This design comes from an exercise in tuning for small area on the open sky130 flow, not from production work.
Function was checked by simulation only, so behaviour that the tests miss may differ from the original.
Power figures rest on the tool's default switching activity, not on a simulated workload.

==> design.v <==
module SYS_CTRL(
input wire clk,
input wire rst_n,
input wire [7:0] rx_data,
input wire rx_valid,
input wire tx_busy,
output wire [7:0] tx_data,
output wire tx_valid,
output wire [7:0] uart_config,
output wire [7:0] div_ratio
);
localparam [3:0] S_CLR0 = 4'd0, S_CLR1 = 4'd1, S_CLR2 = 4'd2, S_IDLE = 4'd3,
                 S_WA = 4'd4, S_WD = 4'd5, S_RA = 4'd6, S_RD = 4'd7,
                 S_CA = 4'd8, S_CB = 4'd9, S_FN = 4'd10, S_EX = 4'd11,
                 S_SHA = 4'd12, S_SHB = 4'd13, S_OF1 = 4'd14, S_OF2 = 4'd15;
reg [3:0] state;
reg [3:0] areg;         
reg       rd;           
reg [6:0] cnt;          
reg       c;            
reg       fl;           
reg       dly;          
reg       pend;         
reg [1:0] ph3;          
reg [1:0] ph4;          
reg [15:0] s;
reg [7:0] r0, r1, r2, r3;
reg [95:0] ring;
wire clr = (state == S_CLR0) | (state == S_CLR1) | (state == S_CLR2);
wire rxv = rx_valid;
reg [1:0] m3;
always @(*) begin
  case (areg)
    4'd0, 4'd3, 4'd6, 4'd9, 4'd12, 4'd15: m3 = 2'd1;   
    4'd1, 4'd4, 4'd7, 4'd10, 4'd13:       m3 = 2'd0;
    default:                              m3 = 2'd2;
  endcase
end
wire [2:0] p3s = {1'b0, m3} + {1'b0, ph3};
wire [1:0] pos3 = (p3s >= 3'd3) ? p3s - 3'd3 : p3s[1:0];
wire [1:0] pos4 = areg[1:0] + ph4;
wire ring_addr = (areg[3:2] != 2'b00);
wire ip_hit = (pos3 == 2'd2);                   
wire tap_hit = (pos3 == 2'd0) & (pos4 == 2'd0);  
wire wd_now = (state == S_WD) & rxv;
wire wr_ring = ((wd_now & ring_addr) | pend) & ip_hit;
wire [7:0] wbyte = clr ? 8'd0 : (pend ? s[7:0] : rx_data);
wire ins0 = clr | (wr_ring & (pos4 == 2'd3));
wire ins3 = clr | (wr_ring & (pos4 == 2'd2));
wire ins6 = clr | (wr_ring & (pos4 == 2'd1));
wire ins9 = clr | (wr_ring & (pos4 == 2'd0));
always @(posedge clk) begin
  ring[7:0]   <= ins0 ? wbyte : ring[95:88];
  ring[15:8]  <= ring[7:0];
  ring[23:16] <= ring[15:8];
  ring[31:24] <= ins3 ? wbyte : ring[23:16];
  ring[39:32] <= ring[31:24];
  ring[47:40] <= ring[39:32];
  ring[55:48] <= ins6 ? wbyte : ring[47:40];
  ring[63:56] <= ring[55:48];
  ring[71:64] <= ring[63:56];
  ring[79:72] <= ins9 ? wbyte : ring[71:64];
  ring[87:80] <= ring[79:72];
  ring[95:88] <= ring[87:80];
end
always @(posedge clk or negedge rst_n) begin
  if (!rst_n) begin
    ph3 <= 2'd0;
    ph4 <= 2'd0;
    pend <= 1'b0;
  end else begin
    ph3 <= (ph3 == 2'd2) ? 2'd0 : ph3 + 2'd1;
    ph4 <= ph4 + 2'd1;
    if (wd_now & ring_addr & ~ip_hit)
      pend <= 1'b1;
    else if (pend & ip_hit)
      pend <= 1'b0;
  end
end
wire [7:0] rxd = rx_data & {8{~clr}};
always @(posedge clk) begin
  if (clr | (wd_now & (areg == 4'd0)) | ((state == S_CA) & rxv))
    r0 <= rxd;
  if (clr | (wd_now & (areg == 4'd1)) | ((state == S_CB) & rxv))
    r1 <= rxd;
end
always @(posedge clk or negedge rst_n) begin
  if (!rst_n) begin
    r2 <= 8'h21;
    r3 <= 8'h08;
  end else begin
    if (wd_now & (areg == 4'd2)) r2 <= rx_data;
    if (wd_now & (areg == 4'd3)) r3 <= rx_data;
  end
end
assign uart_config = r2;
assign div_ratio = r3;
wire [3:0] k = cnt[3:0];
wire [2:0] j = cnt[6:4];
wire lo = ~k[3];
wire f_add = ~rd & (areg == 4'd0);
wire f_sub = ~rd & (areg == 4'd1);
wire f_mul = ~rd & (areg == 4'd2);
wire f_div = ~rd & (areg == 4'd3);
wire f_cmp = ~rd & ((areg == 4'd10) | (areg == 4'd11) | (areg == 4'd12));
wire f_shr = ~rd & (areg == 4'd13);
wire f_shl = ~rd & (areg == 4'd14);
reg [4:0] off;
always @(*) begin
  if (f_mul)      off = {2'b00, j};
  else if (f_shl) off = 5'd1;
  else if (f_shr) off = 5'h1f;
  else            off = 5'd0;
end
wire [4:0] d = {1'b0, k} - off;
wire vd = (d[4:3] == 2'b00);
wire [2:0] ia = f_div ? ~j : d[2:0];
wire [2:0] ib = f_mul ? j : k[2:0];
wire [7:0] opa = (rd & areg[1]) ? r2 : r0;
wire [7:0] opb = (rd & areg[1]) ? r3 : r1;
wire a_bit = opa[ia];
wire b_bit = opb[ib];
wire av = a_bit & vd;
wire bv = b_bit & lo;
wire bz = (r1 == 8'd0);
wire first = (k == 4'd0);
reg x, y, cinit;
always @(*) begin
  x = av;
  y = bv;
  cinit = 1'b0;
  if (f_sub | f_cmp) begin
    y = ~bv;
    cinit = 1'b1;
  end
  if (f_mul) begin
    x = s[0] & (j != 3'd0);
    y = av & b_bit;
  end
  if (f_div) begin
    x = first ? a_bit : (dly & (j != 3'd0));
    y = bv ^ fl;
    cinit = fl;
  end
end
wire ce = first ? cinit : c;
wire sum = x ^ y ^ ce;
wire cout = (x & y) | (x & ce) | (y & ce);
wire q = (k == 4'd8) ? ~sum : fl;
reg sin;
always @(*) begin
  if (rd)
    sin = lo & (areg[0] ? b_bit : a_bit);
  else begin
    case (areg)
      4'd0, 4'd1, 4'd2: sin = sum;
      4'd3:  sin = lo ? sum : ((k == (4'd15 - {1'b0, j})) ? (q & ~bz) : s[0]);
      4'd4:  sin = lo & (av & bv);
      4'd5:  sin = lo & (av | bv);
      4'd6:  sin = ~(lo & av & bv);
      4'd7:  sin = ~(lo & (av | bv));
      4'd8:  sin = lo & (av ^ bv);
      4'd9:  sin = ~(lo & (av ^ bv));
      4'd10: sin = (j == 3'd1) & (k == 4'd0) & fl;
      4'd11: sin = (j == 3'd1) & (k == 4'd1) & c & ~fl;
      4'd12: sin = (j == 3'd1) & (k[3:1] == 3'd0) & ~c;
      4'd13, 4'd14: sin = av;
      default: sin = 1'b0;
    endcase
  end
end
wire ex = (state == S_EX);
wire last = (f_mul | f_div) ? (cnt == 7'd127) :
            f_cmp ? (cnt == 7'd31) : (cnt == 7'd15);
always @(posedge clk) begin
  if (ex) begin
    dly <= s[0];
    if (~(f_cmp & (j == 3'd1)))
      c <= cout;
    if (f_div & (k == 4'd8))
      fl <= ~sum;
    if (f_cmp & (j == 3'd0) & lo)
      fl <= fl & ~(av ^ bv);
  end else if (state == S_FN)
    fl <= 1'b1;
end
wire shift = ex | (state == S_SHA) | (state == S_SHB);
wire sbit = ex & sin;
wire ld = wd_now | ((state == S_RD) & tap_hit);
wire [7:0] pbus = (state == S_WD) ? rx_data : ring[7:0];
always @(posedge clk) begin
  if (shift)
    s <= {sbit, s[15:1]};
  else if (ld)
    s[7:0] <= pbus;
end
assign tx_data = s[7:0];
assign tx_valid = (state == S_OF1) | (state == S_OF2);
always @(posedge clk) begin
  if (state == S_FN | state == S_RA | state == S_OF1)
    cnt <= 7'd0;
  else
    cnt <= cnt + 7'd1;
  if ((state == S_WA | state == S_RA | state == S_FN) & rxv)
    areg <= rx_data[3:0];
  if (state == S_RA)
    rd <= 1'b1;
  else if (state == S_FN)
    rd <= 1'b0;
end
always @(posedge clk or negedge rst_n) begin
  if (!rst_n)
    state <= S_CLR0;
  else begin
    case (state)
      S_CLR0: state <= S_CLR1;
      S_CLR1: state <= S_CLR2;
      S_CLR2: state <= S_IDLE;
      S_IDLE: if (rxv) begin
                if (rx_data == 8'hAA) state <= S_WA;
                else if (rx_data == 8'hBB) state <= S_RA;
                else if (rx_data == 8'hCC) state <= S_CA;
                else if (rx_data == 8'hDD) state <= S_FN;
              end
      S_WA:   if (rxv) state <= S_WD;
      S_WD:   if (rxv) state <= S_IDLE;
      S_RA:   if (rxv) state <= (rx_data[3:2] == 2'b00) ? S_EX : S_RD;
      S_RD:   if (tap_hit) state <= S_OF1;
      S_CA:   if (rxv) state <= S_CB;
      S_CB:   if (rxv) state <= S_FN;
      S_FN:   if (rxv) state <= S_EX;
      S_EX:   if (last) state <= f_div ? S_SHA : S_OF1;
      S_SHA:  if (cnt[2:0] == 3'd7) state <= S_OF1;
      S_OF1:  if (~tx_busy) state <= rd ? S_IDLE : S_SHB;
      S_SHB:  if (cnt[2:0] == 3'd7) state <= S_OF2;
      S_OF2:  if (~tx_busy) state <= S_IDLE;
    endcase
  end
end
endmodule
==> run.sh <==
#!/bin/bash
# synth_recipe.tcl (not shown) runs the flow's synth.tcl, then flattens the netlist and writes it again
# the make line also repeats each setting of config.mk as NAME=value (left out here)
make -C /OpenROAD-flow-scripts/flow DESIGN_CONFIG=/design/flow/config.mk WORK_HOME=/design/flow/orfs CLKGATE_MAP_FILE= SYNTH_SCRIPT=/design/flow/synth_recipe.tcl finish
==> config.mk <==
export PLATFORM = sky130hd
export DESIGN_NAME = SYS_CTRL
export DESIGN_NICKNAME = SYS_CTRL
export VERILOG_FILES = /design/flow/design.v
export SDC_FILE = /design/flow/constraint.sdc
export NUM_CORES = 4
export LEC_CHECK = 0
export ABC_AREA = 1
export CAP_MARGIN = 20
export CORE_MARGIN = 2
export CORE_UTILIZATION = 40
export CTS_BUF_LIST = sky130_fd_sc_hd__clkbuf_8
export SLEW_MARGIN = 20
==> constraint.sdc <==
create_clock -name core_clock -period 40.0 [get_ports {clk}]
set_input_delay 8.0000 -clock core_clock [delete_from_list [all_inputs] [get_ports {clk}]]
set_output_delay 8.0000 -clock core_clock [all_outputs]
set_load 0.01 [all_outputs]
==> results.yml, run 1 <==
cells_and_area:
  finish.instance_area_mm2: 0.00808
  final_core_util_pct: 45.3
  antenna_cells: 0
  multi_input_area_mm2: 0.00273
  drive_gt1_share_pct: 8.16
  layout-area-overhead-vs-synth_pct: 12.2
  final_nets: 875
  fillers: 1747
  seqCellArea_mm2: 0.00392
detailed_routing:
  routedWlPerCell_um: 16.0
  drcViolationCount: 0
  drt_wl_total_um: 17400
  vias: 5603
  ant_nets: 0
  via_per_inst: 5.15
  first_pass_iters: 5
  drtIter0Drc: 481
global_routing:
  grt_pass1_vias: 5277
  grt_first_pass_wirelength_um: 28000
  antenna_found_initial: 0
  grt_overflow: 0
  grt_max_degree: 34
  gr-usage-all-layers_pct: 18.6
synth:
  async_flop_share_pct: 14.7
  synth_edf_count: 39
  synth.net_count: 847
  synth_cell_types: 52
  synthTopCellsByCount: "nand2_1, dfxtp_1, inv_1"
  avgSynthCellArea_um2: 8.82
  ys_warn_count: 1
  synth_flop_cell: "dfxtp_1"
  syn_area_mm2: 0.00720
  yosysMostFrequentCell: "nand2_1"
  synth_top_area_share_pct: 29.5
  ys_ff_latch: 170
  syn_inst: 817
  synth_largest_area_cell: "dfxtp_1"
  synthTopCellsByArea: "dfxtp_1, edfxtp_1, nand2_1"
  ys_seq_area_share_pct: 54.5
setup_path:
  path_max_fanout: 6
  startpoint_type: "flop"
  critical_path_buf_inv_count: 1
  cp_slowest_cell: "clkdlybuf4s50_1"
  cp.arrival_ps: 1880
  critPathRequiredTime_ps: 32000
  cp-endpoint: "tx_valid"
  cp_cell_sequence: "nand2_1 -> nor2_1 -> clkdlybuf4s50_1"
  slowest_delay_ps: 570
  rr_startpoint: "areg[1]$_DFFE_PP_"
  timing_worst_setup_path_type: "flop to primary output"
  path_delay_family: "buffers and inverters"
  rrSetupSlack_ps: 35150
  critPathLaunch: "state[2]$_DFFE_PN0P_"
  cp_num_cells: 3
  r2r_cells: 23
  regToRegEndpoint: "s[15]$_DFFE_PP_"
  crit_path_end_kind: "primary output"
power_and_ir_drop:
  internal_power_mw: 0.369
  pwr-share-clk_pct: 18.5
  p_comb_share_pct: 38.8
  leakage_nw: 3.45
  pwr-share-seq_pct: 42.6
  sw_frac_of_total_pct: 41.9
  net-switching-power_mw: 0.266
  p_per_area_mw_per_mm2: 78.6
  irDropWorstVdd_mv: 0.0316
floorplan:
  rows: 49
  die_w_um: 138
  start_util_pct: 40.4
  io_pins: 37
  core_region_area_mm2: 0.0178
  die_h_um: 138
  die_area_mm2: 0.0191
timing:
  slew_violations: 0
  relSlewSlack_pct: 35.2
  fin_setup_tns_ps: 0
  fin_skew_ps: 11.3
  tightest_slew_ps: 973
  period_minus_slack_ps: 9880
  holdWs_ps: 326
  rsz0062_at_grt: "false"
  fmax_ghz: 0.101
  hold_viol: 0
  setup_violations: 0
  fin_crit_sh_pct: 24.7
  worst_slack_ps: 30120
cts:
  clk_latency_ps: 460
  post_cts_buffers: 0
  clockBufferDepth: 2
  cts_made_buffers: 17
  cts_resized: 0
  cts-htree-levels: 4
  cts.clk_slew.worst_paths_ps: 100
  root_buffer: "clkbuf_8"
  cts_tree: "done"
  ctsHoldBuffers: 0
  numClockSinks: 170
place:
  place_area_mm2: 0.00769
  portBuffers: 36
  place_ws_ps: 29950
  hpwl_um: 12600
  place_congestion: 0.935
flow_run:
  drv_cap: 0
outcome:
  status: "complete, no violations"
min_path:
  hold_path.class: "flop to flop"
power groups by stage:
| stage | clock network [mW] | logic, mW | registers (mW) |
|---|---|---|---|
| detailed placement | 0 | 0.245 | 0.275 |
| floorplan | 0 | 0.191 | 0.259 |
| CTS | 0.121 | 0.247 | 0.271 |
| global route | 0.128 | 0.280 | 0.277 |
| global placement | 0 | 0.243 | 0.275 |
| finish | 0.118 | 0.247 | 0.271 |
per-stage QoR:
stage,power (mW),instances
final,0.635,1087
after global placement,0.518,1055
after detailed placement,0.519,1055
after floorplan,0.450,817
after CTS,0.639,1087
after global routing,0.685,1087
sequential cells by signal, indices dropped and copies added (netlist names), 7 cells and up:
signal / cells
r0: 8
ring: 96
r1: 8
r2: 8
cnt: 7
s: 16
r3: 8
kinds of logic after synthesis:
group / after synthesis / synth area share [%]
AOI/OAI and AO/OA: 149 / 11.7
xor gates and xnor gates: 9 / 1.30
adders and majority gates: 18 / 3.44
buffers and inverters: 129 / 7.69
DFF: 170 / 54.5
muxes: 1 / 0.139
and+or+nand+nor: 341 / 21.3
layout make-up:
class                           instances  share of cell area, %
Clock inverter                         15                   1.94
Sequential cell                       170                   48.5
Timing Repair Buffer                   39                   4.74
Multi-Input combinational cell        518                   33.7
Inverter                               99                   4.60
Clock buffer                           17                   2.90
Tap cell                              229                   3.55
how the worst min path moves through the flow:
stage                           startpoint          endpoint  slack [ps]  depth (start not counted)
after global routing      ring[63]$_DFF_P_  ring[71]$_DFF_P_         330                          0
final                     ring[63]$_DFF_P_  ring[71]$_DFF_P_         330                          0
after global placement    ring[80]$_DFF_P_  ring[88]$_DFF_P_         310                          0
after detailed placement  ring[81]$_DFF_P_  ring[89]$_DFF_P_         310                          0
after floorplan            ring[8]$_DFF_P_  ring[16]$_DFF_P_         310                          0
after CTS                 ring[63]$_DFF_P_  ring[71]$_DFF_P_         330                          0
placed cells by master, fill, tap and decap left out, types with 4 or more instances in the layout:
cell / instances
nor4_1: 4
nand2_1: 151
o21ai_1: 15
nor2_1: 73
o22ai_1: 5
clkdlybuf4s50_1: 36
dfrtp_1: 22
inv_8: 5
inv_2: 8
clkbuf_8: 17
dfxtp_1: 106
or2_2: 4
nor3_1: 10
nand3_2: 4
a21oi_1: 16
ha_1: 15
o21ai_0: 86
nand3_1: 62
a31oi_1: 4
nand4_1: 12
inv_1: 90
nand3b_1: 10
nand2_2: 4
o211ai_1: 4
edfxtp_1: 39
xor2_1: 5
layer usage:
layer / wire length (µm) / track usage, % / vias up
li1: - / - / 2769
met1: 8340 / 26.1 / 2630
met2: 7700 / 28.4 / 169
met3: 804 / 3.50 / 35
met4: 516 / 7.52 / 0
met5: 0 / 0 / -
==> run 2, diff against run 1 <==
--- a/config.mk
+++ b/config.mk
@@ -7,3 +7,2 @@
 export LEC_CHECK = 0
-export ABC_AREA = 1
 export CAP_MARGIN = 20
@@ -11,3 +10,2 @@
 export CORE_UTILIZATION = 40
-export CTS_BUF_LIST = sky130_fd_sc_hd__clkbuf_8
 export SLEW_MARGIN = 20
==> results.yml, run 2 <==
cts:
  cts_made_buffers: 17
  root_buffer: "clkbuf_16"
  post_cts_buffers: 0
  clk_latency_ps: 420
  cts.clk_slew.worst_paths_ps: 70
  numClockSinks: 170
  cts_tree: "done"
  cts_resized: 0
  cts-htree-levels: 4
  clockBufferDepth: 2
  ctsHoldBuffers: 0
synth:
  syn_inst: 692
  ys_seq_area_share_pct: 53.9
  async_flop_share_pct: 14.7
  ys_ff_latch: 170
  synth.net_count: 722
  synth_flop_cell: "dfxtp_1"
  avgSynthCellArea_um2: 10.5
  syn_area_mm2: 0.00727
  synth_largest_area_cell: "dfxtp_1"
  ys_warn_count: 1
  synth_top_area_share_pct: 29.2
  synth_cell_types: 76
  synth_edf_count: 39
  synthTopCellsByArea: "dfxtp_1, edfxtp_1, dfrtp_1"
  yosysMostFrequentCell: "dfxtp_1"
  synthTopCellsByCount: "dfxtp_1, nor2_1, nand2_1"
global_routing:
  grt_max_degree: 41
  grt_overflow: 0
  grt_pass1_vias: 5292
  gr-usage-all-layers_pct: 18.6
  antenna_found_initial: 0
  grt_first_pass_wirelength_um: 28400
detailed_routing:
  routedWlPerCell_um: 18.7
  first_pass_iters: 5
  drtIter0Drc: 439
  drcViolationCount: 0
  ant_nets: 0
  vias: 5340
  drt_wl_total_um: 17700
  via_per_inst: 5.63
cells_and_area:
  seqCellArea_mm2: 0.00392
  regMostFlops: "ring"
  layout_common_cells: "dfxtp_1, nor2_1, nand2_1"
  antenna_cells: 0
  layout_commonest_cell: "dfxtp_1"
  reg_top3: "ring: 96 flops, s: 16 flops"
  layout-area-overhead-vs-synth_pct: 14.8
  multi_input_area_mm2: 0.00304
  drive_gt1_share_pct: 11.0
  final_nets: 737
  fillers: 1634
  largest_reg_flops: 96
timing:
  fin_setup_tns_ps: 0
  fin_crit_sh_pct: 25.5
  relSlewSlack_pct: 27.4
  rsz0062_at_grt: "false"
  hold_viol: 0
  tightest_slew_ps: 1080
  setup_violations: 0
  fmax_ghz: 0.0981
  period_minus_slack_ps: 10190
  fin_skew_ps: 8.70
  slew_violations: 0
floorplan:
  start_util_pct: 40.6
  die_area_mm2: 0.0193
  core_region_area_mm2: 0.0179
  die_w_um: 139
  io_pins: 37
  rows: 49
  die_h_um: 139
outcome:
  status: "complete, no violations"
power_and_ir_drop:
  p_per_area_mw_per_mm2: 71.3
  p_total_mw: 0.595
  irDropWorstVdd_mv: 0.0364
  leakage_nw: 3.14
min_path:
  hp-start: "ring[81]$_DFF_P_"
  hold_path.class: "flop to flop"
  worstHoldPathCells: 0
  hold_end: "ring[89]$_DFF_P_"
setup_path:
  crit_path_end_kind: "flop"
  r2r_cells: 20
  rr_startpoint: "areg[1]$_DFFE_PP_"
  rrSetupSlack_ps: 33630
  cp.arrival_ps: 10490
  regToRegEndpoint: "s[15]$_DFFE_PP_"
  critPathRequiredTime_ps: 40300
  path_max_fanout: 9
  startpoint_type: "input port"
  timing_worst_setup_path_type: "input port to flop"
place:
  portBuffers: 36
  hpwl_um: 12600
  place_congestion: 0.950
flow_run:
  drv_cap: 0
-- run 2: changes by cell type after synthesis, moves of 20 or more --
cell | before | now
nand2_1 | 151 | 49
o21ai_0 | 87 | 20
inv_1 | 90 | 28
nand3_1 | 62 | 12
a211oi_1 | 2 | 35
clkbuf_1 | 8 | 30
mux2_2 | 0 | 22
mux2i_1 | 1 | 23
nor2b_1 | 0 | 20
-- run 2: worst max-delay path by stage --
stage	end	from	depth (start not counted)
floorplan	m3[1]$_DFF_P_	rx_valid	7
global placement	ring[53]$_DFF_P_	rx_valid	7
detailed placement	state[2]$_DFFE_PN0P_	rx_data[1]	7
CTS	state[2]$_DFFE_PN0P_	rx_data[1]	7
global route	ring[55]$_DFF_P_	rx_valid	7
finish	state[2]$_DFFE_PN0P_	rx_data[1]	7
-- run 2: final cells by class --
cell class / instances / share of cell area, %
Sequential cell: 170 / 47.0
Multi-Input combinational cell: 446 / 36.5
Clock buffer: 19 / 5.31
Timing Repair Buffer: 43 / 4.95
Tap cell: 229 / 3.43
Clock inverter: 13 / 1.56
Inverter: 29 / 1.30
-- run 2: per-stage QoR --
stage          cells  utilization, %  setup WS, ps  hold slack, ps  cell area, µm²
3_5_place_dp     917            43.4         29470             312            7770
4_1_cts          949            46.6         29870             322            8340
5_1_grt          949            46.6         29600             331            8350
2_1_floorplan    692               -         30290             310            7270
3_3_place_gp     917            43.4         29650             310            7770
6_report         949            46.6         29810             325            8350
-- run 2: power by group --
| part | switching [mW] | internal, mW | total [mW] |
|---|---|---|---|
| Clock | 0.0724 | 0.0845 | 0.157 |
| Combinational | 0.118 | 0.0799 | 0.198 |
| Sequential | 0.0297 | 0.211 | 0.241 |
| Total | 0.220 | 0.375 | 0.595 |
-- run 2: critical path, cell delays in order --
cell             delay, ps
clkdlybuf4s50_1        700
nor4bb_1               430
o211a_1                250
a311oi_1               130
o31ai_1                440
o21ai_2                180
o41ai_1                360
-- run 2: routing by layer --
metal  wire length (µm)  share of wire [%]  GRT usage [%]  up-vias
li1                   -                  -              -     2522
met1               7700                 43           23.3     2587
met2               8620                 49           31.3      182
met3                778                4.4           3.83       49
met4                616                3.5           8.24        0
met5                  0                  0              0        -
-- run 2: kinds of logic after synthesis --
group | after synthesis | synth area share, %
mux | 47 | 7.19
xor+xnor | 12 | 1.45
fa+ha+maj | 18 | 3.41
buf+inv | 76 | 4.44
compound gates | 153 | 14.9
flops | 170 | 53.9
simple gates | 216 | 14.6
==> run 3, diff against run 2 <==
--- a/design.v
+++ b/design.v
@@ -11,6 +11,6 @@
 );
-localparam [3:0] S_CLR0 = 4'd0, S_CLR1 = 4'd1, S_CLR2 = 4'd2, S_IDLE = 4'd3,
-                 S_WA = 4'd4, S_WD = 4'd5, S_RA = 4'd6, S_RD = 4'd7,
-                 S_CA = 4'd8, S_CB = 4'd9, S_FN = 4'd10, S_EX = 4'd11,
-                 S_SHA = 4'd12, S_SHB = 4'd13, S_OF1 = 4'd14, S_OF2 = 4'd15;
+localparam [3:0] S_CLR = 4'd0, S_IDLE = 4'd1, S_WA = 4'd2, S_WD = 4'd3,
+                 S_RA = 4'd4, S_RD = 4'd5, S_CA = 4'd6, S_CB = 4'd7,
+                 S_EX = 4'd8, S_SHA = 4'd9, S_SHB = 4'd10, S_FN = 4'd11,
+                 S_OF1 = 4'd12, S_OF2 = 4'd13;
 reg [3:0] state;
@@ -28,3 +28,3 @@
 reg [95:0] ring;
-wire clr = (state == S_CLR0) | (state == S_CLR1) | (state == S_CLR2);
+wire clr = (state == S_CLR);
 wire rxv = rx_valid;
@@ -163,5 +163,5 @@
       4'd9:  sin = ~(lo & (av ^ bv));
-      4'd10: sin = (j == 3'd1) & (k == 4'd0) & fl;
-      4'd11: sin = (j == 3'd1) & (k == 4'd1) & c & ~fl;
-      4'd12: sin = (j == 3'd1) & (k[3:1] == 3'd0) & ~c;
+      4'd10: sin = (j != 3'd0) & (k == 4'd0) & fl;
+      4'd11: sin = (j != 3'd0) & (k == 4'd1) & c & ~fl;
+      4'd12: sin = (j != 3'd0) & (k[3:1] == 3'd0) & ~c;
       4'd13, 4'd14: sin = av;
@@ -172,4 +172,3 @@
 wire ex = (state == S_EX);
-wire last = (f_mul | f_div) ? (cnt == 7'd127) :
-            f_cmp ? (cnt == 7'd31) : (cnt == 7'd15);
+wire last = (cnt == 7'd127);
 always @(posedge clk) begin
@@ -177,3 +176,3 @@
     dly <= s[0];
-    if (~(f_cmp & (j == 3'd1)))
+    if (~(f_cmp & (j != 3'd0)))
       c <= cout;
@@ -188,3 +187,3 @@
 wire sbit = ex & sin;
-wire ld = wd_now | ((state == S_RD) & tap_hit);
+wire ld = (state == S_WD) | (state == S_RD);
 wire [7:0] pbus = (state == S_WD) ? rx_data : ring[7:0];
@@ -199,6 +198,3 @@
 always @(posedge clk) begin
-  if (state == S_FN | state == S_RA | state == S_OF1)
-    cnt <= 7'd0;
-  else
-    cnt <= cnt + 7'd1;
+  cnt <= shift ? cnt + 7'd1 : 7'd0;
   if ((state == S_WA | state == S_RA | state == S_FN) & rxv)
@@ -212,8 +208,6 @@
   if (!rst_n)
-    state <= S_CLR0;
+    state <= S_CLR;
   else begin
     case (state)
-      S_CLR0: state <= S_CLR1;
-      S_CLR1: state <= S_CLR2;
-      S_CLR2: state <= S_IDLE;
+      S_CLR:  if (ph3 == 2'd2) state <= S_IDLE;
       S_IDLE: if (rxv) begin
@@ -236,2 +230,3 @@
       S_OF2:  if (~tx_busy) state <= S_IDLE;
+      default: state <= S_IDLE;
     endcase
--- a/config.mk
+++ b/config.mk
@@ -7,2 +7,3 @@
 export LEC_CHECK = 0
+export ABC_AREA = 1
 export CAP_MARGIN = 20
@@ -10,2 +11,3 @@
 export CORE_UTILIZATION = 40
+export CTS_BUF_LIST = sky130_fd_sc_hd__clkbuf_8
 export SLEW_MARGIN = 20
==> results.yml, run 3 <==
synth:
  synth_compound_area_share_pct: 12.0
  avgSynthCellArea_um2: 8.76
  syn_inst: 820
  synth_top_family_by_area: "simple AND/OR/NAND/NOR gates"
  synth-simple-area-share_pct: 19.1
  synthMuxAreaShare_pct: 1.25
  ys_ff_latch: 170
  synth_largest_area_cell: "dfxtp_1"
  async_flop_share_pct: 14.7
  synth.net_count: 850
  synth_cell_types: 42
  synthTopCellsByArea: "dfxtp_1, edfxtp_1, nand2_1"
  synth_flop_cell: "dfxtp_1"
  ys_seq_area_share_pct: 54.6
  synth_fa_ha_area_share_pct: 3.45
  synthTopCellsByCount: "nand2_1, inv_1, dfxtp_1"
  synth_xor_area_share_pct: 0.975
  synth_top_area_share_pct: 29.5
  synth_edf_count: 39
  yosysMostFrequentCell: "nand2_1"
  syn_area_mm2: 0.00718
  ys_warn_count: 1
cts:
  root_buffer: "clkbuf_8"
  clockBufferDepth: 2
  numClockSinks: 170
  cts-htree-levels: 4
  post_cts_buffers: 0
  clk_latency_ps: 460
  cts.clk_slew.worst_paths_ps: 90
  cts_tree: "done"
  cts_resized: 0
  cts_made_buffers: 17
  ctsHoldBuffers: 0
setup_path:
  critPathRequiredTime_ps: 32000
  path_max_fanout: 5
  rrSetupSlack_ps: 35190
  regToRegEndpoint: "s[15]$_DFFE_PP_"
  crit_path_end_kind: "primary output"
  startpoint_type: "flop"
  timing_worst_setup_path_type: "flop to primary output"
  rr_startpoint: "areg[3]$_DFFE_PP_"
  critPathLaunch: "state[2]$_DFFE_PN0P_"
  cp.arrival_ps: 1880
  r2r_cells: 25
floorplan:
  start_util_pct: 40.4
  io_pins: 37
  rows: 49
  core_region_area_mm2: 0.0178
  die_area_mm2: 0.0190
  die_h_um: 138
  die_w_um: 138
place:
  placed_cells: 1061
  place_congestion: 0.898
  portBuffers: 36
  hpwl_um: 12900
detailed_routing:
  ant_nets: 0
  drcViolationCount: 0
  routedWlPerCell_um: 15.7
  drt_wl_total_um: 17100
  via_per_inst: 5.04
  first_pass_iters: 5
  vias: 5514
  drtIter0Drc: 598
cells_and_area:
  drive_gt1_share_pct: 7.18
  layout_common_cells: "nand2_1, inv_1, dfxtp_1"
  finalNonFillerCells: 1093
  seqCellArea_mm2: 0.00392
  reg_top3: "ring: 96 flops, s: 16 flops"
  final_nets: 881
  multi_input_area_mm2: 0.00265
  layout_commonest_cell: "nand2_1"
  regMostFlops: "ring"
  fillers: 1756
  layout-area-overhead-vs-synth_pct: 12.6
  antenna_cells: 0
  largest_reg_flops: 96
global_routing:
  grt_pass1_vias: 4946
  antenna_found_initial: 0
  grt_first_pass_wirelength_um: 27300
  gr-usage-all-layers_pct: 18.2
  grt_max_degree: 32
  grt_overflow: 0
timing:
  setup_violations: 0
  slew_violations: 0
  tightest_slew_ps: 1000
  fin_crit_sh_pct: 24.7
  fin_skew_ps: 11.8
  fin_setup_tns_ps: 0
  hold_viol: 0
  period_minus_slack_ps: 9880
  relSlewSlack_pct: 32.8
  fmax_ghz: 0.101
  rsz0062_at_grt: "false"
min_path:
  hold_path.class: "flop to flop"
  hold_end: "ring[68]$_DFF_P_"
  hp-start: "ring[60]$_DFF_P_"
  worstHoldPathCells: 0
power_and_ir_drop:
  p_per_area_mw_per_mm2: 82.4
  irDropWorstVdd_mv: 0.0493
  leakage_nw: 3.50
outcome:
  status: "complete, no violations"
flow_run:
  drv_cap: 0
run 3: changes by cell type in the layout (fill, tap and decap cells not counted), moves of 14 or more:
cell,previous run,this run
clkbuf_8,1,19
inv_1,28,119
a211oi_1,35,4
nand2_1,49,166
nor2b_1,20,0
mux2_2,22,8
nand3_1,12,37
clkbuf_16,17,0
o21ai_0,20,91
mux2i_1,23,0
run 3: power breakdown:
part / switching [mW] / total (mW) / internal, mW
sequential: 0.0330 / 0.289 / 0.256
combinational: 0.166 / 0.258 / 0.0915
clock: 0.0700 / 0.121 / 0.0506
run 3: metal layers:
layer  vias up  share of wire [%]  global-route usage, %  routed length [µm]
li1       2728                  -                      -                   -
met1      2571                 48                   26.2                8240
met2       187                 44                   27.4                7630
met3        28                5.6                   3.81                 968
met4         0                1.8                   6.39                 309
met5         -                  0                      0                   0
run 3: area by class of cell:
cell class | count | share of cell area [%]
Clock buffer | 19 | 3.23
Clock inverter | 13 | 1.79
Inverter | 123 | 5.71
Multi-Input combinational cell | 502 | 32.7
Sequential cell | 170 | 48.5
Tap cell | 229 | 3.54
Timing Repair Buffer | 37 | 4.55
run 3: critical path: stages (launching register included):
cell,delay [ps]
dfrtp_1,430
nand2_1,140
nor2_1,250
clkdlybuf4s50_1,600
run 3: worst max-delay path by stage:
stage	endpoint	slack (ps)	cells past startpoint
after floorplan	r0[0]$_DFFE_PP_	30400	2
after global placement	state[1]$_DFFE_PN0P_	29940	8
after detailed placement	r0[5]$_DFFE_PP_	29970	3
after CTS	tx_valid	30130	3
after global routing	tx_valid	30040	3
final	tx_valid	30120	3
run 3: kinds of logic (layout without fill, tap and decap cells):
logic type / after synthesis / after routing
and+or+nand+nor: 320 / 320
DFF: 170 / 170
AOI/OAI and AO/OA: 148 / 148
buffers and inverters: 148 / 192
adders and majority gates: 18 / 18
xor gates and xnor gates: 8 / 8
muxes: 8 / 8
run 3: through the flow:
stage / util, % / cell area (µm²) / setup WS (ps) / power [mW] / hold WS (ps)
global placement: 43.2 / 7680 / 29940 / 0.545 / 310
detailed placement: 43.2 / 7680 / 29970 / 0.547 / 312
CTS: 45.5 / 8090 / 30130 / 0.670 / 335
floorplan: - / 7180 / 30400 / 0.469 / 310
finish: 45.5 / 8090 / 30120 / 0.667 / 333
global route: 45.5 / 8090 / 30040 / 0.719 / 340
==> run 4, diff against run 3 <==
==> flow/run.sh (new file) <==
#!/bin/bash
# Layout flow: the standard flow, with an area-oriented ABC mapping script
# for synthesis (no buffering or upsizing in ABC), buf_1 port buffers and a
# clock tree built from clkbuf_8.
set -euo pipefail
W=$(pwd)
rm -rf "$W/scripts_area"
cp -r "$FLOW_HOME/scripts" "$W/scripts_area"
cp "$W/flow/abc_area.script" "$W/scripts_area/abc_area.script"
bash standard.sh SCRIPTS_DIR="$W/scripts_area" ABC_AREA=1 synth > "$W/synth.log" 2>&1
bash standard.sh "BUFFER_PORTS_ARGS=-buffer_cell sky130_fd_sc_hd__buf_1" finish > "$W/layout.log" 2>&1
==> flow/abc_area.script (new file) <==
strash
&get -n
&st
&dch
&nf -R 1000 -p -F 8 -A 4
&put
topo
==> standard.sh (new file) <==
#!/bin/bash
# synth_recipe.tcl (not shown) runs the flow's synth.tcl, then flattens the netlist and writes it again
# the make line also repeats each setting of config.mk as NAME=value (left out here)
make -C /OpenROAD-flow-scripts/flow DESIGN_CONFIG=/design/flow/config.mk WORK_HOME=/design/flow/orfs CLKGATE_MAP_FILE= SYNTH_SCRIPT=/design/flow/synth_recipe.tcl "${@:-finish}"
removed: run.sh
==> results.yml, run 4 <==
outcome:
  status: "complete, no violations"
synth:
  avgSynthCellArea_um2: 10.8
  synth_top_area_share_pct: 31.9
  ys_seq_area_share_pct: 59.0
  synth.net_count: 646
  synthTopCellsByArea: "dfxtp_1, edfxtp_1, dfrtp_1"
  synth_cell_types: 44
  ys_warn_count: 1
  syn_area_mm2: 0.00664
  async_flop_share_pct: 14.7
  syn_inst: 616
  yosysMostFrequentCell: "dfxtp_1"
  synth_largest_area_cell: "dfxtp_1"
  synthTopCellsByCount: "dfxtp_1, nand2_1, o21ai_0"
  ys_ff_latch: 170
  synth_flop_cell: "dfxtp_1"
  synth_edf_count: 39
power_and_ir_drop:
  net-switching-power_mw: 0.243
  irDropWorstVdd_mv: 0.0528
  p_per_area_mw_per_mm2: 84.6
  leakage_nw: 2.98
  p_comb_share_pct: 34.2
  pwr-share-clk_pct: 19.8
  sw_frac_of_total_pct: 38.3
  internal_power_mw: 0.392
  pwr-share-seq_pct: 46.0
detailed_routing:
  drcViolationCount: 0
  first_pass_iters: 5
  drt_wl_total_um: 16300
  ant_nets: 0
  via_per_inst: 5.41
  drtIter0Drc: 336
  routedWlPerCell_um: 18.0
  vias: 4901
floorplan:
  die_area_mm2: 0.0177
  die_h_um: 133
  start_util_pct: 40.5
  die_w_um: 133
  io_pins: 37
  rows: 47
  core_region_area_mm2: 0.0164
global_routing:
  gr-usage-all-layers_pct: 19.1
  grt_first_pass_wirelength_um: 25900
  grt_pass1_vias: 4777
  grt_overflow: 0
  grt_max_degree: 26
  antenna_found_initial: 0
cts:
  cts-htree-levels: 4
  ctsHoldBuffers: 0
  clk_latency_ps: 450
  cts.clk_slew.worst_paths_ps: 90
  root_buffer: "clkbuf_8"
  post_cts_buffers: 0
  cts_made_buffers: 17
  cts_resized: 0
  cts_tree: "done"
  clockBufferDepth: 2
  numClockSinks: 170
timing:
  worst_slack_ps: 30200
  fin_crit_sh_pct: 24.5
  fin_setup_tns_ps: 0
  rsz0062_at_grt: "false"
  slew_violations: 0
  period_minus_slack_ps: 9810
  fin_skew_ps: 12.4
  holdWs_ps: 332
  fmax_ghz: 0.102
  tightest_slew_ps: 949
  relSlewSlack_pct: 36.1
  setup_violations: 0
  hold_viol: 0
cells_and_area:
  drive_gt1_share_pct: 6.85
  layout-area-overhead-vs-synth_pct: 12.8
  finish.instance_area_mm2: 0.00750
  regMostFlops: "ring"
  final_nets: 703
  layout_commonest_cell: "dfxtp_1"
  layout_common_cells: "dfxtp_1, nand2_1, o21ai_0"
  reg_top3: "ring: 96 flops, s: 16 flops"
  antenna_cells: 0
  largest_reg_flops: 96
setup_path:
  crit_path_end_kind: "flop"
  cp_common_cell: "nor3_1"
  critical_path_buf_inv_count: 1
  critPathRequiredTime_ps: 40340
  cp_cell_sequence: "buf_1 -> nand2_1 -> nor3_1 -> nand3_1 -> nor3_1 -> nor3_1 -> nand2_1 -> a21oi_1 -> nor3_1 -> nand4_1 -> mux2_1"
  cp.arrival_ps: 10150
  path_delay_family: "simple AND/OR/NAND/NOR gates"
  startpoint_type: "input port"
  slowest_delay_ps: 450
  timing_worst_setup_path_type: "input port to flop"
  path_max_fanout: 11
  cp_slowest_cell: "buf_1"
flow_run:
  drv_cap: 0
place:
  portBuffers: 36
  hpwl_um: 11600
  place_congestion: 0.900
  place_area_mm2: 0.00707
  place_ws_ps: 29750
min_path:
  hold_path.class: "flop to flop"
## run 4: changes by cell type in the layout (fill, tap and decap cells not counted), sizes merged, moves of 14 or more
cell,before,now
inv,132,9
nand2,168,93
buf,1,46
nor2,81,37
o21ai,94,50
clkdlybuf4s50,36,0
clkinv,3,27
nand3,39,17
mux2,8,28
nor2b,0,14
## run 4: kinds of logic after synthesis
logic type / count (synthesis) / share of synthesized area, %
and+or+nand+nor: 218 / 15.2
DFF: 170 / 59.0
xor gates and xnor gates: 11 / 1.45
AOI/OAI and AO/OA: 125 / 10.9
buffers and inverters: 32 / 2.26
muxes: 42 / 7.42
adders and majority gates: 18 / 3.73
## run 4: per-stage QoR
step	power (mW)	utilization (%)	std cells
after detailed placement	0.510	43.1	873
after floorplan	0.434	-	616
final	0.634	45.7	906
after CTS	0.637	45.6	905
after global placement	0.504	43.1	873
after global routing	0.677	45.7	906
## run 4: area by class of cell
| cell class | instances | area (µm²) |
|---|---|---|
| Fill cell | 1590 | 8910 |
| Sequential cell | 170 | 3920 |
| Multi-Input combinational cell | 414 | 2580 |
| Tap cell | 220 | 275 |
| Clock buffer | 18 | 248 |
| Timing Repair Buffer | 46 | 218 |
| Clock inverter | 14 | 166 |
| Inverter | 24 | 90.1 |
## run 4: path summary, 6_finish.rpt
check	to	slack [ps]	depth (start not counted)	startpoint
min in group asynchronous	ph3[0]$_DFF_PN0_	7520	2	rst_n
max in group asynchronous	r3[3]$_DFFE_PN1P_	32170	2	rst_n
min	ring[32]$_DFF_P_	330	0	ring[24]$_DFF_P_
min reg2reg	ring[32]$_DFF_P_	330	0	ring[24]$_DFF_P_
max	state[1]$_DFFE_PN0P_	30200	11	rx_data[3]
max reg2reg	s[15]$_DFFE_PP_	33120	23	areg[3]$_DFFE_PP_
## run 4: worst register-to-register path, cell delays in order, from the launching register on
cell	delay, ps
edfxtp_1	480
nor2_1	450
clkinv_1	280
nor3_1	220
buf_4	220
nor3_1	70
a21oi_1	160
ha_1	200
fa_1	430
mux2i_1	440
o21ai_0	170
a21oi_1	230
o31ai_1	190
or3_1	500
clkinv_1	110
a31oi_1	80
o21ai_0	100
a21boi_0	310
fa_1	540
o21ai_0	270
a221oi_1	120
nor4_1	190
nor4b_1	90
a211oi_1	720
## run 4: routing by layer
layer / global-route usage [%] / share of wire (%) / vias to the layer above
met1: 24.5 / 44 / 2391
met4: 7.95 / 2.6 / 0
met3: 3.75 / 5.4 / 35
li1: - / - / 2320
met5: 0 / 0 / -
met2: 31.5 / 48 / 155
## run 4: power groups by stage
stage | sequential [mW] | combinational (mW) | clock, mW
2_1_floorplan | 0.281 | 0.152 | 0
5_1_grt | 0.299 | 0.243 | 0.134
3_5_place_dp | 0.295 | 0.215 | 0
3_3_place_gp | 0.294 | 0.210 | 0
6_report | 0.292 | 0.217 | 0.125
4_1_cts | 0.292 | 0.217 | 0.128
==> run 5, diff against run 4 <==
==> flow/run.sh (replaced) <==
#!/bin/bash
# Layout flow: the standard flow (standard.sh) with these changes:
#  - synthesis maps with an area-oriented ABC script (flow/abc_area.script:
#    no buffering or upsizing inside ABC) and buffers pass-through wires
#    with buf_1 instead of buf_4; registers are mapped exactly as in the
#    standard synthesis;
#  - port buffers are buf_1;
#  - the clock tree is built from clkbuf_8 without dummy loads.
# Each tool's output goes to its own log file in this folder.
set -euo pipefail
W=$(pwd)
rm -rf "$W/scripts_area"
cp -r "$FLOW_HOME/scripts" "$W/scripts_area"
cp "$W/flow/abc_area.script" "$W/scripts_area/abc_area.script"
bash standard.sh SCRIPTS_DIR="$W/scripts_area" ABC_AREA=1 \
  "MIN_BUF_CELL_AND_PORTS=sky130_fd_sc_hd__buf_1 A X" synth > "$W/synth.log" 2>&1
bash standard.sh "BUFFER_PORTS_ARGS=-buffer_cell sky130_fd_sc_hd__buf_1" \
  "CTS_ARGS=-sink_clustering_enable -repair_clock_nets -buf_list sky130_fd_sc_hd__clkbuf_8 -dont_use_dummy_load" \
  finish > "$W/layout.log" 2>&1
==> results.yml, run 5 <==
outcome:
  status: "complete, no violations"
min_path:
  hold_path.class: "flop to flop"
  hp-start: "ring[8]$_DFF_P_"
synth:
  synthTopCellsByArea: "dfxtp_1, edfxtp_1, dfrtp_1"
  synth.net_count: 646
  synth_flop_cell: "dfxtp_1"
  ys_ff_latch: 170
  synth_largest_area_cell: "dfxtp_1"
  async_flop_share_pct: 14.7
  synthTopCellsByCount: "dfxtp_1, nand2_1, o21ai_0"
  avgSynthCellArea_um2: 10.7
  synth_cell_types: 44
  ys_warn_count: 1
  synth_top_area_share_pct: 32.1
  syn_inst: 616
  ys_seq_area_share_pct: 59.3
  syn_area_mm2: 0.00661
  yosysMostFrequentCell: "dfxtp_1"
  synth_edf_count: 39
power_and_ir_drop:
  sw_frac_of_total_pct: 37.9
  net-switching-power_mw: 0.225
  internal_power_mw: 0.369
  leakage_nw: 2.87
  p_total_mw: 0.594
  pwr-share-seq_pct: 49.3
  irDropWorstVdd_mv: 0.0402
  p_comb_share_pct: 35.6
  p_per_area_mw_per_mm2: 81.4
  pwr-share-clk_pct: 15.0
timing:
  fin_skew_ps: 33.0
  worst_slack_ps: 30230
  relSlewSlack_pct: 34.1
  setup_violations: 0
  fmax_ghz: 0.102
  rsz0062_at_grt: "false"
  hold_viol: 0
  period_minus_slack_ps: 9770
  fin_crit_sh_pct: 24.4
  slew_violations: 0
  fin_setup_tns_ps: 0
  tightest_slew_ps: 979
cells_and_area:
  antenna_cells: 0
  drive_gt1_share_pct: 4.93
  reg_top3: "ring: 96 flops, s: 16 flops"
  largest_reg_flops: 96
  regMostFlops: "ring"
  layout-area-overhead-vs-synth_pct: 10.4
  fillers: 1587
  layout_common_cells: "dfxtp_1, nand2_1, o21ai_0"
  layout_commonest_cell: "dfxtp_1"
  multi_input_area_mm2: 0.00258
  seqCellArea_mm2: 0.00392
  final_nets: 702
global_routing:
  grt_max_degree: 26
  gr-usage-all-layers_pct: 18.8
  grt_overflow: 0
  antenna_found_initial: 0
  grt_first_pass_wirelength_um: 25800
  grt_pass1_vias: 4863
detailed_routing:
  drt_wl_total_um: 15800
  first_pass_iters: 6
  ant_nets: 0
  vias: 4791
  drtIter0Drc: 403
  routedWlPerCell_um: 17.8
  via_per_inst: 5.38
  drcViolationCount: 0
place:
  portBuffers: 36
  place_congestion: 0.891
  hpwl_um: 11500
  place_ws_ps: 29760
setup_path:
  crit_path_end_kind: "flop"
  timing_worst_setup_path_type: "input port to flop"
  critPathLaunch: "rx_data[3]"
  path_max_fanout: 11
  critPathRequiredTime_ps: 40310
  cp.arrival_ps: 10080
  slowest_delay_ps: 420
  cp_cell_sequence: "buf_1 -> nand2_1 -> nor3_1 -> nand3_1 -> nor3_1 -> nor3_1 -> nand2_1 -> a21oi_1 -> nor3_1 -> nand4_1 -> mux2_1"
  cp_slowest_cell: "buf_1"
  startpoint_type: "input port"
  cp_common_cell: "nor3_1"
  rr_startpoint: "areg[0]$_DFFE_PP_"
cts:
  cts_resized: 0
  cts_tree: "done"
  clk_latency_ps: 450
  root_buffer: "clkbuf_8"
  clockBufferDepth: 2
  cts-htree-levels: 4
  numClockSinks: 170
  post_cts_buffers: 0
  cts_made_buffers: 17
  cts.clk_slew.worst_paths_ps: 90
  ctsHoldBuffers: 0
floorplan:
  core_region_area_mm2: 0.0163
  die_w_um: 133
  die_h_um: 133
  start_util_pct: 40.5
  die_area_mm2: 0.0176
  rows: 47
  io_pins: 37
flow_run:
  drv_cap: 0
[run 5: power by group through the flow]
| stage | registers [mW] | clock network, mW | logic (mW) |
|---|---|---|---|
| 6_report | 0.293 | 0.0892 | 0.212 |
| 5_1_grt | 0.301 | 0.0991 | 0.238 |
| 4_1_cts | 0.293 | 0.0918 | 0.212 |
| 3_5_place_dp | 0.296 | 0 | 0.210 |
| 3_3_place_gp | 0.294 | 0 | 0.204 |
| 2_1_floorplan | 0.281 | 0 | 0.149 |
[run 5: critical path: cells and delay by family]
kind / cells / cell delay [ps]
buffers and inverters: 1 / 420
AO/OA/AOI/OAI: 1 / 60
multiplexers: 1 / 390
AND/OR/NAND/NOR: 8 / 1200
[run 5: worst paths after layout]
check | slack [ps] | cells past startpoint | end
setup / recovery | 30230 | 11 | state[1]$_DFFE_PN0P_
hold / removal | 320 | 0 | ring[16]$_DFF_P_
setup reg to reg | 33570 | 20 | s[15]$_DFFE_PP_
hold reg to reg | 320 | 0 | ring[16]$_DFF_P_
max in group asynchronous | 32150 | 2 | r3[3]$_DFFE_PN1P_
min in group asynchronous | 7540 | 2 | ph3[1]$_DFF_PN0_
[run 5: layout make-up]
cell class / instances / area share, %
Clock buffer: 17 / 3.20
Inverter: 24 / 1.23
Multi-Input combinational cell: 414 / 35.3
Sequential cell: 170 / 53.7
Tap cell: 220 / 3.77
Timing Repair Buffer: 45 / 2.78
[run 5: cells by family (layout without fill, tap and decap cells)]
logic type,count (synthesis),after routing,synth area share [%]
XOR/XNOR,11,11,1.46
AO/OA/AOI/OAI,125,125,11.0
adder cells (fa/ha/maj),18,18,3.75
multiplexers,42,42,7.45
AND/OR/NAND/NOR,218,218,15.3
buffers and inverters,32,86,1.82
flip-flops,170,170,59.3
[run 5: stage by stage]
| stage | utilization, % | instance area (µm²) | instances | hold slack (ps) |
|---|---|---|---|---|
| global route | 44.7 | 7300 | 890 | 326 |
| global placement | 43.2 | 7070 | 873 | 310 |
| CTS | 44.7 | 7300 | 890 | 318 |
| finish | 44.7 | 7300 | 890 | 319 |
| floorplan | - | 6610 | 616 | 310 |
| detailed placement | 43.2 | 7070 | 873 | 312 |
[run 5: per-layer routing]
| metal | track usage, % | share of wire, % | vias to the layer above |
|---|---|---|---|
| met1 | 24.9 | 46 | 2330 |
| met3 | 5.21 | 5.3 | 32 |
| li1 | - | - | 2302 |
| met5 | 0 | 0 | - |
| met2 | 28.8 | 46 | 127 |
| met4 | 8.30 | 2.9 | 0 |
==> run 6, diff against run 5 <==
--- a/design.v
+++ b/design.v
@@ -110,3 +110,2 @@
   if (f_mul)      off = {2'b00, j};
-  else if (f_shl) off = 5'd1;
   else if (f_shr) off = 5'h1f;
@@ -129,3 +128,3 @@
   x = av;
-  y = bv;
+  y = f_shl ? av : bv;
   cinit = 1'b0;
@@ -148,3 +147,2 @@
 wire cout = (x & y) | (x & ce) | (y & ce);
-wire q = (k == 4'd8) ? ~sum : fl;
 reg sin;
@@ -155,4 +153,4 @@
     case (areg)
-      4'd0, 4'd1, 4'd2: sin = sum;
-      4'd3:  sin = lo ? sum : ((k == (4'd15 - {1'b0, j})) ? (q & ~bz) : s[0]);
+      4'd0, 4'd1, 4'd2, 4'd14: sin = sum;
+      4'd3:  sin = lo ? sum : ((k == 4'd8) ? (~sum & ~bz) : dly);
       4'd4:  sin = lo & (av & bv);
@@ -166,3 +164,3 @@
       4'd12: sin = (j != 3'd0) & (k[3:1] == 3'd0) & ~c;
-      4'd13, 4'd14: sin = av;
+      4'd13: sin = av;
       default: sin = 1'b0;
--- a/config.mk
+++ b/config.mk
@@ -11,3 +11,2 @@
 export CORE_UTILIZATION = 40
-export CTS_BUF_LIST = sky130_fd_sc_hd__clkbuf_8
 export SLEW_MARGIN = 20
==> results.yml, run 6 <==
place:
  place_congestion: 0.916
  placed_cells: 863
  portBuffers: 36
  hpwl_um: 10800
floorplan:
  die_w_um: 133
  die_h_um: 133
  io_pins: 37
  die_area_mm2: 0.0176
  start_util_pct: 40.4
  rows: 47
  core_region_area_mm2: 0.0164
detailed_routing:
  via_per_inst: 5.27
  drcViolationCount: 0
  first_pass_iters: 4
  drtIter0Drc: 314
  vias: 4635
  drt_wl_total_um: 15000
  routedWlPerCell_um: 17.0
  ant_nets: 0
cts:
  cts-htree-levels: 4
  post_cts_buffers: 0
  cts_resized: 0
  cts.clk_slew.worst_paths_ps: 80
  clk_latency_ps: 440
  ctsHoldBuffers: 0
  numClockSinks: 170
  cts_made_buffers: 17
  clockBufferDepth: 2
  root_buffer: "clkbuf_8"
  cts_tree: "done"
power_and_ir_drop:
  p_per_area_mw_per_mm2: 78.0
  sw_frac_of_total_pct: 36.7
  leakage_nw: 2.84
  pwr-share-clk_pct: 15.6
  irDropWorstVdd_mv: 0.0350
  p_comb_share_pct: 33.2
  net-switching-power_mw: 0.209
  pwr-share-seq_pct: 51.2
  internal_power_mw: 0.360
setup_path:
  critical_path_buf_inv_count: 2
  cp_cell_sequence: "buf_1 -> and2_0 -> a21oi_1 -> nand2b_1 -> nand2b_1 -> clkinv_1 -> a21oi_1 -> o21ai_0"
  crit_path_end_kind: "flop"
  rrSetupSlack_ps: 33830
  critPathRequiredTime_ps: 40270
  path_delay_family: "compound AO/OA/AOI/OAI gates"
  cp_slowest_cell: "a21oi_1"
  cp.arrival_ps: 9960
  timing_worst_setup_path_type: "input port to flop"
  startpoint_type: "input port"
  slowest_delay_ps: 800
  path_max_fanout: 16
cells_and_area:
  layout_commonest_cell: "dfxtp_1"
  antenna_cells: 0
  final_nets: 692
  layout_common_cells: "dfxtp_1, nand2_1, o21ai_0"
  layout-area-overhead-vs-synth_pct: 9.94
  fillers: 1522
  drive_gt1_share_pct: 4.70
  largest_reg_flops: 96
  regMostFlops: "ring"
  finalNonFillerCells: 880
  reg_top3: "ring: 96 flops, s: 16 flops"
synth:
  async_flop_share_pct: 14.7
  synth_largest_area_cell: "dfxtp_1"
  synth_edf_count: 39
  ys_seq_area_share_pct: 59.2
  synth_cell_types: 52
  synth_flop_cell: "dfxtp_1"
  syn_area_mm2: 0.00663
  ys_warn_count: 1
  avgSynthCellArea_um2: 10.9
  synthTopCellsByArea: "dfxtp_1, edfxtp_1, dfrtp_1"
  synthMuxAreaShare_pct: 8.40
  syn_inst: 611
  ys_ff_latch: 170
  synth-simple-area-share_pct: 15.0
  synth_xor_area_share_pct: 1.19
  synth_top_area_share_pct: 32.0
  synth.net_count: 641
  yosysMostFrequentCell: "dfxtp_1"
  synth_compound_area_share_pct: 11.0
  synthTopCellsByCount: "dfxtp_1, nand2_1, o21ai_0"
  synth_top_family_by_area: "simple AND/OR/NAND/NOR gates"
  synth_fa_ha_area_share_pct: 3.74
min_path:
  hold_path.class: "flop to flop"
global_routing:
  gr-usage-all-layers_pct: 17.8
  grt_max_degree: 26
  grt_overflow: 0
  grt_first_pass_wirelength_um: 24400
  grt_pass1_vias: 4549
  antenna_found_initial: 0
timing:
  relSlewSlack_pct: 31.6
  setup_violations: 0
  hold_viol: 0
  period_minus_slack_ps: 9690
  slew_violations: 0
  fmax_ghz: 0.103
  fin_crit_sh_pct: 24.2
  fin_setup_tns_ps: 0
  fin_skew_ps: 23.6
  rsz0062_at_grt: "false"
  tightest_slew_ps: 1030
flow_run:
  drv_cap: 0
outcome:
  status: "complete, no violations"
## run 6: cell count changes in the layout (fill, tap and decap cells not counted), sizes merged, moves of 4 or more
cell,change
o21ai,+5
a21oi,-6
nand2b,+6
clkinv,-4
nor4,-5
a211oi,-4
buf,-5
nand3,-5
nand4,-5
a31oi,-4
nor2,+6
## run 6: layout make-up
class | count | area, µm² | area share, %
Clock buffer | 17 | 234 | 3.21
Inverter | 20 | 75.1 | 1.03
Multi-Input combinational cell | 413 | 2620 | 35.9
Sequential cell | 170 | 3920 | 53.8
Tap cell | 220 | 275 | 3.78
Timing Repair Buffer | 40 | 165 | 2.27
## run 6: cell families (layout without fill, tap and decap cells)
| logic type | after synthesis | in the layout |
|---|---|---|
| multiplexers | 47 | 47 |
| flip-flops | 170 | 170 |
| adder cells (fa/ha/maj) | 18 | 18 |
| AO/OA/AOI/OAI | 123 | 123 |
| buffers and inverters | 28 | 77 |
| XOR/XNOR | 9 | 9 |
| AND/OR/NAND/NOR | 216 | 216 |
## run 6: per-stage QoR
step	util, %	total power [mW]	hold slack (ps)	setup slack [ps]	instance area, µm²
after floorplan	-	0.418	310	30470	6630
after detailed placement	43.0	0.482	312	29910	7050
after CTS	44.4	0.572	324	30370	7280
after global routing	44.4	0.612	322	30110	7290
final	44.4	0.568	321	30310	7290
after global placement	43.0	0.476	310	29980	7050
## run 6: worst register-to-register path: stages (launching register included)
cell and delay (ps):
edfxtp_1 810, nand2b_1 310, nor3_1 210, buf_4 230, mux2_1 340, ha_1 210
fa_1 430, mux2i_1 290, a21oi_1 60, o21ai_0 80, o21ai_0 100, a22oi_1 370
nand3_1 350, nand2_1 130, o21ai_0 80, o21ai_0 140, a21oi_1 80, a21o_1 170
fa_1 580, o221ai_1 170, a31oi_1 180, o311ai_0 150, o31ai_1 230, a21oi_1 140
## run 6: worst paths after layout
check / startpoint / to / cells after the start
worst min-delay path: ring[85]$_DFF_P_ / ring[93]$_DFF_P_ / 0
min in group asynchronous: rst_n / r3[6]$_DFFE_PN0P_ / 2
worst max register to register: areg[1]$_DFFE_PP_ / s[15]$_DFFE_PP_ / 23
worst min register to register: ring[85]$_DFF_P_ / ring[93]$_DFF_P_ / 0
worst max-delay path: rx_valid / ring[1]$_DFF_P_ / 8
max in group asynchronous: rst_n / r2[5]$_DFFE_PN1P_ / 2
## run 6: power by group through the flow
stage	clock, mW	combinational [mW]	sequential, mW
detailed placement	0	0.189	0.293
global placement	0	0.184	0.292
finish	0.0886	0.189	0.291
floorplan	0	0.139	0.279
global route	0.0984	0.215	0.298
CTS	0.0915	0.190	0.291
## run 6: per-layer routing
metal | up-vias | wire length, µm | track usage [%]
met5 | - | 0 | 0
met4 | 0 | 327 | 7.47
met3 | 20 | 748 | 3.68
met2 | 109 | 6940 | 28.0
met1 | 2244 | 6970 | 24.0
li1 | 2262 | - | -
==> run 7, diff against run 6 <==
--- a/flow/run.sh
+++ b/flow/run.sh
@@ -17,3 +17,3 @@
 bash standard.sh "BUFFER_PORTS_ARGS=-buffer_cell sky130_fd_sc_hd__buf_1" \
-  "CTS_ARGS=-sink_clustering_enable -repair_clock_nets -buf_list sky130_fd_sc_hd__clkbuf_8 -dont_use_dummy_load" \
+  "CTS_ARGS=-sink_clustering_enable -repair_clock_nets -buf_list sky130_fd_sc_hd__clkbuf_8 -dont_use_dummy_load -sink_clustering_size 30 -sink_clustering_max_diameter 100" \
   finish > "$W/layout.log" 2>&1
--- a/config.mk
+++ b/config.mk
@@ -10,3 +10,4 @@
 export CORE_MARGIN = 2
-export CORE_UTILIZATION = 40
+export CORE_UTILIZATION = 60
+export PLACE_DENSITY = 0.75
 export SLEW_MARGIN = 20
==> results.yml, run 7 <==
outcome:
  status: "complete, no violations"
detailed_routing:
  vias: 4825
  drt_wl_total_um: 14700
  drcViolationCount: 0
  dr_wl_met3_um: 902
  wl_met2_um: 7110
  met1_length_um: 6270
  ant_nets: 0
  routedWlPerCell_um: 18.3
  top_layer: "met4"
  via_per_inst: 6.03
  first_pass_iters: 5
  drtIter0Drc: 346
cts:
  numClockSinks: 170
  cts.clk_slew.worst_paths_ps: 80
  cts-htree-levels: 4
  cts_made_buffers: 17
  post_cts_buffers: 0
  cts_tree: "done"
  cts_resized: 0
  clk_latency_ps: 450
  ctsHoldBuffers: 0
  clockBufferDepth: 2
  root_buffer: "clkbuf_8"
global_routing:
  antenna_found_initial: 0
  grt_max_degree: 26
  grt_first_pass_wirelength_um: 23200
  grt_pass1_vias: 4620
  grt_overflow: 0
  gr-usage-all-layers_pct: 26.1
timing:
  slew_violations: 0
  holdWs_ps: 316
  fin_skew_ps: 26.1
  hold_viol: 0
  tightest_slew_ps: 967
  period_minus_slack_ps: 9720
  worst_slack_ps: 30280
  fmax_ghz: 0.103
  fin_crit_sh_pct: 24.3
  relSlewSlack_pct: 35.3
  fin_setup_tns_ps: 0
  setup_violations: 0
  rsz0062_at_grt: "false"
power_and_ir_drop:
  pwr-share-clk_pct: 15.7
  irDropWorstVdd_mv: 0.0534
  leakage_nw: 2.84
  net-switching-power_mw: 0.213
  p_per_area_mw_per_mm2: 79.6
  internal_power_mw: 0.360
  sw_frac_of_total_pct: 37.2
  p_comb_share_pct: 33.6
  p_total_mw: 0.573
  pwr-share-seq_pct: 50.8
setup_path:
  path_max_fanout: 16
  r2r_cells: 23
  cp_slowest_cell: "nor2_1"
  critPathRequiredTime_ps: 40280
  cp_cell_sequence: "buf_1 -> and2_0 -> a21oi_1 -> nand2b_1 -> nand2b_1 -> nor2_1 -> nor2_1 -> o21ai_0"
  startpoint_type: "input port"
  timing_worst_setup_path_type: "input port to flop"
  crit_path_end_kind: "flop"
  slowest_delay_ps: 740
  rrSetupSlack_ps: 33980
  cp.arrival_ps: 9990
  regToRegEndpoint: "s[15]$_DFFE_PP_"
  rr_startpoint: "areg[1]$_DFFE_PP_"
place:
  place_area_mm2: 0.00695
  portBuffers: 36
  hpwl_um: 10300
  placed_cells: 783
  place_congestion: 0.961
  place_ws_ps: 29850
min_path:
  hp-start: "ring[56]$_DFF_P_"
  hold_path.class: "flop to flop"
  worstHoldPathCells: 0
  hold_end: "ring[64]$_DFF_P_"
cells_and_area:
  final_nets: 692
  fillers: 831
  layout_common_cells: "dfxtp_1, nand2_1, o21ai_0"
  final_core_util_pct: 66.7
  drive_gt1_share_pct: 4.85
  finish.instance_area_mm2: 0.00719
  finalNonFillerCells: 800
  antenna_cells: 0
  layout-area-overhead-vs-synth_pct: 8.49
  reg_top3: "ring: 96 flops, s: 16 flops"
  regMostFlops: "ring"
  largest_reg_flops: 96
  layout_commonest_cell: "dfxtp_1"
  multi_input_area_mm2: 0.00262
  seqCellArea_mm2: 0.00392
synth:
  synth_cell_types: 52
  synth.net_count: 641
  ys_warn_count: 1
  synth_top_area_share_pct: 32.0
  yosysMostFrequentCell: "dfxtp_1"
  synthTopCellsByArea: "dfxtp_1, edfxtp_1, dfrtp_1"
  ys_seq_area_share_pct: 59.2
  avgSynthCellArea_um2: 10.9
  synth_largest_area_cell: "dfxtp_1"
  ys_ff_latch: 170
  syn_area_mm2: 0.00663
  synth_flop_cell: "dfxtp_1"
  synthTopCellsByCount: "dfxtp_1, nand2_1, o21ai_0"
  synth_edf_count: 39
  syn_inst: 611
  async_flop_share_pct: 14.7
floorplan:
  die_w_um: 109
  die_area_mm2: 0.0119
  start_util_pct: 61.4
  rows: 38
  die_h_um: 109
  core_region_area_mm2: 0.0108
  io_pins: 37
flow_run:
  drv_cap: 0
==> run 7: changes by cell type in the layout (fill, tap and decap cells not counted) <==
cell and delta:
a21oi_1 -1, a21oi_2 +1
==> run 7: logic make-up (layout without fill, tap and decap cells) <==
group	Yosys count	in the layout	share of synthesized area, %
and+or+nand+nor	216	216	15.0
muxes	47	47	8.40
AOI/OAI and AO/OA	123	123	11.0
adders and majority gates	18	18	3.74
xor gates and xnor gates	9	9	1.19
buffers and inverters	28	77	1.58
DFF	170	170	59.2
==> run 7: routing by layer <==
layer,GRT usage (%),vias to the layer above
met5,0,-
met4,10.1,0
met3,5.80,41
met2,43.5,190
met1,33.1,2330
li1,-,2264
==> run 7: how the worst max path moves through the flow <==
stage,from,endpoint,slack [ps]
2_1_floorplan,rx_valid,ring[7]$_DFF_P_,30470
3_3_place_gp,rx_valid,ring[7]$_DFF_P_,29920
3_5_place_dp,rx_valid,ring[7]$_DFF_P_,29850
4_1_cts,rx_valid,ring[0]$_DFF_P_,30320
5_1_grt,rx_data[3],state[0]$_DFFE_PN0P_,30090
6_report,rx_valid,ring[49]$_DFF_P_,30280
==> run 7: power groups by stage <==
stage	Sequential (mW)	Clock, mW	Combinational (mW)
detailed placement	0.293	0	0.189
floorplan	0.279	0	0.139
global route	0.297	0.0971	0.216
global placement	0.291	0	0.180
finish	0.291	0.0897	0.192
CTS	0.290	0.0910	0.190
==> run 7: cell type report <==
cell class                 instances  area share [%]
multi-input combinational        413            36.5
timing repair buffer              40            2.30
sequential                       170            54.5
clock buffer                      17            3.25
inverter                          20            1.04
tap                              140            2.43
==> run 7: worst max-delay path, delay by kind of cell <==
family                 cells  cell delay (ps)
AO/OA/AOI/OAI              2              480
AND/OR/NAND/NOR            5             1370
buffers and inverters      1              130

==> separate check: timing with driven ports <==
Ports are ideal in the flow. The routed layouts listed here were re-timed in OpenROAD.
Step 1, drivers: a clkbuf_16 drives clk and a buf_2 each remaining input, both assumed.
Step 2 adds t to the input delays and takes it off the output delays; t is the mean of the earliest and latest rising clock arrival at the registers after step 1. Input paths then give back, and output paths get back, about the clock's delay inside the block.
Three values: ideal, step 1, step 2; two values: the first two.
| run | t, ns | setup WS [ns] | worst setup path at the end | worst slew at a driven data input, ns | cell pins on the clock port's net |
|---|---|---|---|---|---|
| run 1 | 0.494 | 30.125 / 30.085 / 29.914 | input to register | 0.06 | 1 |
| run 2 | 0.458 | 29.806 / 29.781 / 29.367 | input to register | 0.03 | 1 |
| run 3 | 0.492 | 30.120 / 30.083 / 29.950 | input to register | 0.05 | 1 |
| run 4 | 0.483 | 30.195 / 30.196 / 29.713 | input to register | 0.05 | 1 |
| run 5 | 0.474 | 30.230 / 30.239 / 29.766 | input to register | 0.04 | 1 |
| run 6 | 0.464 | 30.307 / 30.298 / 29.835 | input to register | 0.05 | 1 |
| run 7 | 0.477 | 30.283 / 30.299 / 29.822 | input to register | 0.03 | 1 |
After both steps every run listed still meets setup and hold. The setup slack of run 4, which loses most, moves by +0.001 ns with the drivers and by -0.482 ns with both steps.
